This is an optimization exercise on Yosys and OpenROAD, whose aim is small area, not a production implementation. In this exercise RTL edits were held to simulation tests only and were not proved equivalent to the original. No activity file was given, so power comes from the tool's default toggle rates.

==> module fx_word, before the edit <==
module fx_word #(
    parameter bit W0 = 0
) (
    input [31:0] a, b, c, r,
    input inv_a, inv_b, ub,
    input [31:0] yi,
    input cin, seg8, seg16,
    input nc_b, c_he, c_hu, c_hs, c_we, c_wu, c_ws,
    input s_hsat, fq0, l_g, l_t, l_n,
    input [31:0] nkimm, kc, kp,
    output [3:0] co,
    output [31:0] d,
    output [31:0] p
);
  genvar i, q;
  wire [31:0] x, y, bb;
  for (i = 0; i < 32; i++) begin : g_xy
    c_xor2 u_x (.a(a[i]), .b(inv_a), .y(x[i]));
    if (W0) begin : w0
      c_xor2 u_b (.a(b[i]), .b(inv_b), .y(bb[i]));
    end else begin : wn
      assign bb[i] = b[i];
    end
    c_a21o u_y (.a1(bb[i]), .a2(ub), .b1(yi[i]), .x(y[i]));
  end
  wire [31:0] s, g;
  wire [8:0] cb;       
  wire [7:0] bp;       
  assign cb[0] = cin;
  wire nseg8 = ~seg8, nseg16 = ~seg16;
  wire cs8 = seg8 & cin, cs16 = seg16 & cin;
  for (q = 0; q < 8; q++) begin : g_blk
    wire ci;
    if (q == 2 || q == 6) begin : s8
      c_a21o u_ci (.a1(cb[q]), .a2(nseg8), .b1(cs8), .x(ci));
    end else if (q == 4) begin : s16
      c_a21o u_ci (.a1(cb[q]), .a2(nseg16), .b1(cs16), .x(ci));
    end else begin : ns
      assign ci = cb[q];
    end
    fx_blk4 u_b (.x(x[4*q +: 4]), .y(y[4*q +: 4]), .ci(ci), .s(s[4*q +: 4]), .p(p[4*q +: 4]),
                 .g(g[4*q +: 4]), .bp(bp[q]), .co(cb[q+1]));
  end
  assign co = {cb[8], cb[6], cb[4], cb[2]};
  wire [1:0] eqh, sgt, nsat, t, ns;
  wire eqw;
  wire [3:0] nco;
  wire [1:0] nh;
  wire nw;
  for (q = 0; q < 4; q++) begin : g_nco
    c_inv u_n (.a(co[q]), .y(nco[q]));
  end
  for (q = 0; q < 2; q++) begin : g_h
    c_and4 u_eq (.a(bp[4*q]), .b(bp[4*q+1]), .c(bp[4*q+2]), .d(bp[4*q+3]), .x(eqh[q]));
    c_xor2 u_sg (.a(co[2*q+1]), .b(p[16*q+15]), .y(sgt[q]));
    c_a222oi u_h (.a1(c_he), .a2(eqh[q]), .b1(c_hs), .b2(sgt[q]), .c1(c_hu), .c2(nco[2*q+1]),
                  .y(nh[q]));
    c_xor2 u_t (.a(s[16*q+15]), .b(x[16*q+15]), .y(t[q]));
    c_nand3b u_sat (.a_n(p[16*q+15]), .b(t[q]), .c(s_hsat), .y(nsat[q]));
    c_and2 u_fq (.a(nsat[q]), .b(fq0), .x(fq[2*q]));
    assign fq[2*q+1] = fq[2*q];
    c_inv u_ns (.a(s[16*q+15]), .y(ns[q]));
  end
  c_and2 u_eqw (.a(eqh[0]), .b(eqh[1]), .x(eqw));
  c_a222oi u_w (.a1(c_we), .a2(eqw), .b1(c_ws), .b2(sgt[1]), .c1(c_wu), .c2(nco[3]), .y(nw));
  wire [3:0] fq, nfp, nfpm;
  for (q = 0; q < 4; q++) begin : g_f
    wire u, um;
    c_o22a u_u (.a1(nc_b), .a2(co[q]), .b1(nsat[q/2]), .b2(ns[q/2]), .x(u));
    c_and3 u_f (.a(u), .b(nh[q/2]), .c(nw), .x(nfp[q]));
    if (q % 2 == 1) begin : m
      c_o22a u_um (.a1(nc_b), .a2(co[q]), .b1(nsat[q/2]), .b2(s[16*(q/2)+15]), .x(um));
      c_and3 u_fm (.a(um), .b(nh[q/2]), .c(nw), .x(nfpm[q]));
    end else begin : nm
      assign nfpm[q] = nfp[q];
    end
  end
  for (i = 0; i < 32; i++) begin : g_o
    fx_out u_o (.s(s[i]), .p(p[i]), .g(g[i]), .c(c[i]), .r(r[i]), .fq(fq[i/8]),
                .nfp((i % 16 == 15) ? nfpm[i/8] : nfp[i/8]), .l_g(l_g), .l_t(l_t), .l_n(l_n),
                .nkimm(nkimm[i]), .kc(kc[i]), .kp(kp[i]), .d(d[i]));
  end
endmodule
==> module fx_blk4, before the edit <==
module fx_blk4 (input [3:0] x, y, input ci, output [3:0] s, p, g, output bp, co);
  wire c1, c2, c3, g1, g2, g3;
  genvar j;
  for (j = 0; j < 4; j++) begin : g_h
    c_ha u_h (.a(x[j]), .b(y[j]), .s(p[j]), .co(g[j]));
  end
  c_a21o u_c1 (.a1(p[0]), .a2(ci), .b1(g[0]), .x(c1));
  c_a21o u_c2 (.a1(p[1]), .a2(c1), .b1(g[1]), .x(c2));
  c_a21o u_c3 (.a1(p[2]), .a2(c2), .b1(g[2]), .x(c3));
  c_a21o u_g1 (.a1(p[1]), .a2(g[0]), .b1(g[1]), .x(g1));
  c_a21o u_g2 (.a1(p[2]), .a2(g1), .b1(g[2]), .x(g2));
  c_a21o u_g3 (.a1(p[3]), .a2(g2), .b1(g[3]), .x(g3));
  c_and4 u_p (.a(p[0]), .b(p[1]), .c(p[2]), .d(p[3]), .x(bp));
  c_a21o u_co (.a1(bp), .a2(ci), .b1(g3), .x(co));
  c_xor2 u_s0 (.a(p[0]), .b(ci), .y(s[0]));
  c_xor2 u_s1 (.a(p[1]), .b(c1), .y(s[1]));
  c_xor2 u_s2 (.a(p[2]), .b(c2), .y(s[2]));
  c_xor2 u_s3 (.a(p[3]), .b(c3), .y(s[3]));
endmodule
clock: 8.0 ns
lec_check: 0
cap_margin: 20
core_margin: 2
core_utilization: 55
slew_margin: 20
synth_hierarchical: 1
standard.sh (not shown) runs the stock make flow with config.mk's settings and CLKGATE_MAP_FILE= SYNTH_SCRIPT=/design/flow/synth_recipe.tcl, a recipe that flattens the netlist after the stock synthesis.
==> flow/flow/run.sh <==
#!/bin/bash
# Standard layout with two changes to how it is made:
#  - the port buffers are the smallest buffer cell (sky130_fd_sc_hd__buf_1) instead of the
#    cell buffer_ports picks by default;
#  - clock tree synthesis uses clkbuf_8 buffers and inserts no dummy loads.
# make's output goes to standard.log; each tool's full log is under orfs/logs/.
set -euo pipefail
export BUFFER_PORTS_ARGS="-buffer_cell sky130_fd_sc_hd__buf_1"
export CTS_ARGS="-sink_clustering_enable -repair_clock_nets -buf_list sky130_fd_sc_hd__clkbuf_8 -dont_use_dummy_load"
bash standard.sh > standard.log 2>&1
Edit:
--- a/flow/design.v
+++ b/flow/design.v
@@ -243,6 +243,7 @@
   wire [31:0] s, g;
   wire [8:0] cb;       
   wire [7:0] bp;       
+  wire [7:0] c3b;      
   assign cb[0] = cin;
   wire nseg8 = ~seg8, nseg16 = ~seg16;
   wire cs8 = seg8 & cin, cs16 = seg16 & cin;
@@ -255,8 +256,9 @@
     end else begin : ns
       assign ci = cb[q];
     end
-    fx_blk4 u_b (.x(x[4*q +: 4]), .y(y[4*q +: 4]), .ci(ci), .s(s[4*q +: 4]), .p(p[4*q +: 4]),
-                 .g(g[4*q +: 4]), .bp(bp[q]), .co(cb[q+1]));
+    fx_blk4 #(.RIP(q == 0 || q == 7)) u_b (.x(x[4*q +: 4]), .y(y[4*q +: 4]), .ci(ci), .s(s[4*q +: 4]),
+                                 .p(p[4*q +: 4]), .g(g[4*q +: 4]), .bp(bp[q]), .co(cb[q+1]),
+                                 .c3(c3b[q]));
   end
   assign co = {cb[8], cb[6], cb[4], cb[2]};
   wire [1:0] eqh, sgt, nsat, t, ns;
@@ -272,11 +274,11 @@
     c_xor2 u_sg (.a(co[2*q+1]), .b(p[16*q+15]), .y(sgt[q]));
     c_a222oi u_h (.a1(c_he), .a2(eqh[q]), .b1(c_hs), .b2(sgt[q]), .c1(c_hu), .c2(nco[2*q+1]),
                   .y(nh[q]));
-    c_xor2 u_t (.a(s[16*q+15]), .b(x[16*q+15]), .y(t[q]));
+    c_xor2 u_t (.a(c3b[4*q+3]), .b(x[16*q+15]), .y(t[q]));
     c_nand3b u_sat (.a_n(p[16*q+15]), .b(t[q]), .c(s_hsat), .y(nsat[q]));
     c_and2 u_fq (.a(nsat[q]), .b(fq0), .x(fq[2*q]));
     assign fq[2*q+1] = fq[2*q];
-    c_inv u_ns (.a(s[16*q+15]), .y(ns[q]));
+    c_inv u_ns (.a(c3b[4*q+3]), .y(ns[q]));
   end
   c_and2 u_eqw (.a(eqh[0]), .b(eqh[1]), .x(eqw));
   c_a222oi u_w (.a1(c_we), .a2(eqw), .b1(c_ws), .b2(sgt[1]), .c1(c_wu), .c2(nco[3]), .y(nw));
@@ -286,7 +288,7 @@
     c_o22a u_u (.a1(nc_b), .a2(co[q]), .b1(nsat[q/2]), .b2(ns[q/2]), .x(u));
     c_and3 u_f (.a(u), .b(nh[q/2]), .c(nw), .x(nfp[q]));
     if (q % 2 == 1) begin : m
-      c_o22a u_um (.a1(nc_b), .a2(co[q]), .b1(nsat[q/2]), .b2(s[16*(q/2)+15]), .x(um));
+      c_o22a u_um (.a1(nc_b), .a2(co[q]), .b1(nsat[q/2]), .b2(c3b[4*(q/2)+3]), .x(um));
       c_and3 u_fm (.a(um), .b(nh[q/2]), .c(nw), .x(nfpm[q]));
     end else begin : nm
       assign nfpm[q] = nfp[q];
@@ -298,8 +300,10 @@
                 .nkimm(nkimm[i]), .kc(kc[i]), .kp(kp[i]), .d(d[i]));
   end
 endmodule
-module fx_blk4 (input [3:0] x, y, input ci, output [3:0] s, p, g, output bp, co);
-  wire c1, c2, c3, g1, g2, g3;
+module fx_blk4 #(
+    parameter bit RIP = 0
+) (input [3:0] x, y, input ci, output [3:0] s, p, g, output bp, co, c3);
+  wire c1, c2, g1, g2, g3;
   genvar j;
   for (j = 0; j < 4; j++) begin : g_h
     c_ha u_h (.a(x[j]), .b(y[j]), .s(p[j]), .co(g[j]));
@@ -307,11 +311,15 @@
   c_a21o u_c1 (.a1(p[0]), .a2(ci), .b1(g[0]), .x(c1));
   c_a21o u_c2 (.a1(p[1]), .a2(c1), .b1(g[1]), .x(c2));
   c_a21o u_c3 (.a1(p[2]), .a2(c2), .b1(g[2]), .x(c3));
-  c_a21o u_g1 (.a1(p[1]), .a2(g[0]), .b1(g[1]), .x(g1));
-  c_a21o u_g2 (.a1(p[2]), .a2(g1), .b1(g[2]), .x(g2));
-  c_a21o u_g3 (.a1(p[3]), .a2(g2), .b1(g[3]), .x(g3));
   c_and4 u_p (.a(p[0]), .b(p[1]), .c(p[2]), .d(p[3]), .x(bp));
-  c_a21o u_co (.a1(bp), .a2(ci), .b1(g3), .x(co));
+  if (RIP) begin : rip
+    c_a21o u_co (.a1(p[3]), .a2(c3), .b1(g[3]), .x(co));
+  end else begin : la
+    c_a21o u_g1 (.a1(p[1]), .a2(g[0]), .b1(g[1]), .x(g1));
+    c_a21o u_g2 (.a1(p[2]), .a2(g1), .b1(g[2]), .x(g2));
+    c_a21o u_g3 (.a1(p[3]), .a2(g2), .b1(g[3]), .x(g3));
+    c_a21o u_co (.a1(bp), .a2(ci), .b1(g3), .x(co));
+  end
   c_xor2 u_s0 (.a(p[0]), .b(ci), .y(s[0]));
   c_xor2 u_s1 (.a(p[1]), .b(c1), .y(s[1]));
   c_xor2 u_s2 (.a(p[2]), .b(c2), .y(s[2]));
After rerunning:
- The changed run passed the timing, design-rule and antenna checks
- via count went up slightly
- worst setup slack gets better by 0.055 ns
- design area drops slightly
- power drops by a few percent
- die area falls slightly
- cell count drops slightly
- worst hold slack gets better by 0.021 ns
- register-to-register slack improved by 0.09 ns
- first-iteration DRC count goes up by roughly a tenth
- core utilization rises by 0.93 points
- global-route usage rose by 1.4 points
- area after synthesis drops slightly
- routed wire length rises slightly

==> afterwards: timing with drivers on the ports <==
Ports are ideal in the flow. The routed layouts listed here were re-timed in OpenROAD.
Step 1 (the two cells are an assumption about what drives the block):
set clk [get_ports {clock}]
set_driving_cell -lib_cell sky130_fd_sc_hd__clkbuf_16 $clk
set_driving_cell -lib_cell sky130_fd_sc_hd__buf_2 [delete_from_list [all_inputs] $clk]
Step 2 adds t to the input delays and takes it off the output delays; t is the mean of the earliest and latest rising clock arrival at the registers after step 1. Input paths then give back, and output paths get back, about the clock's delay inside the block.
Slacks: no drivers / after step 1 / after step 2; pairs: no drivers / after step 1.
run	shift t [ns]	slack for setup (ns)	latest minus earliest clock arrival (ns)	worst data-port slew with drivers (ns)	pins driven straight from the clock port
the first run	0.524	0.278 / 0.307 / -0.216	0.037 / 0.037	0.09	1
the second run	0.546	0.333 / 0.361 / -0.185	0.023 / 0.024	0.10	1
With both steps, setup timing fails in the first run and the second run, where it was met with ideal ports. For the second run, which loses most, drivers alone change the setup slack by +0.028 ns; drivers and shift together by -0.518 ns.
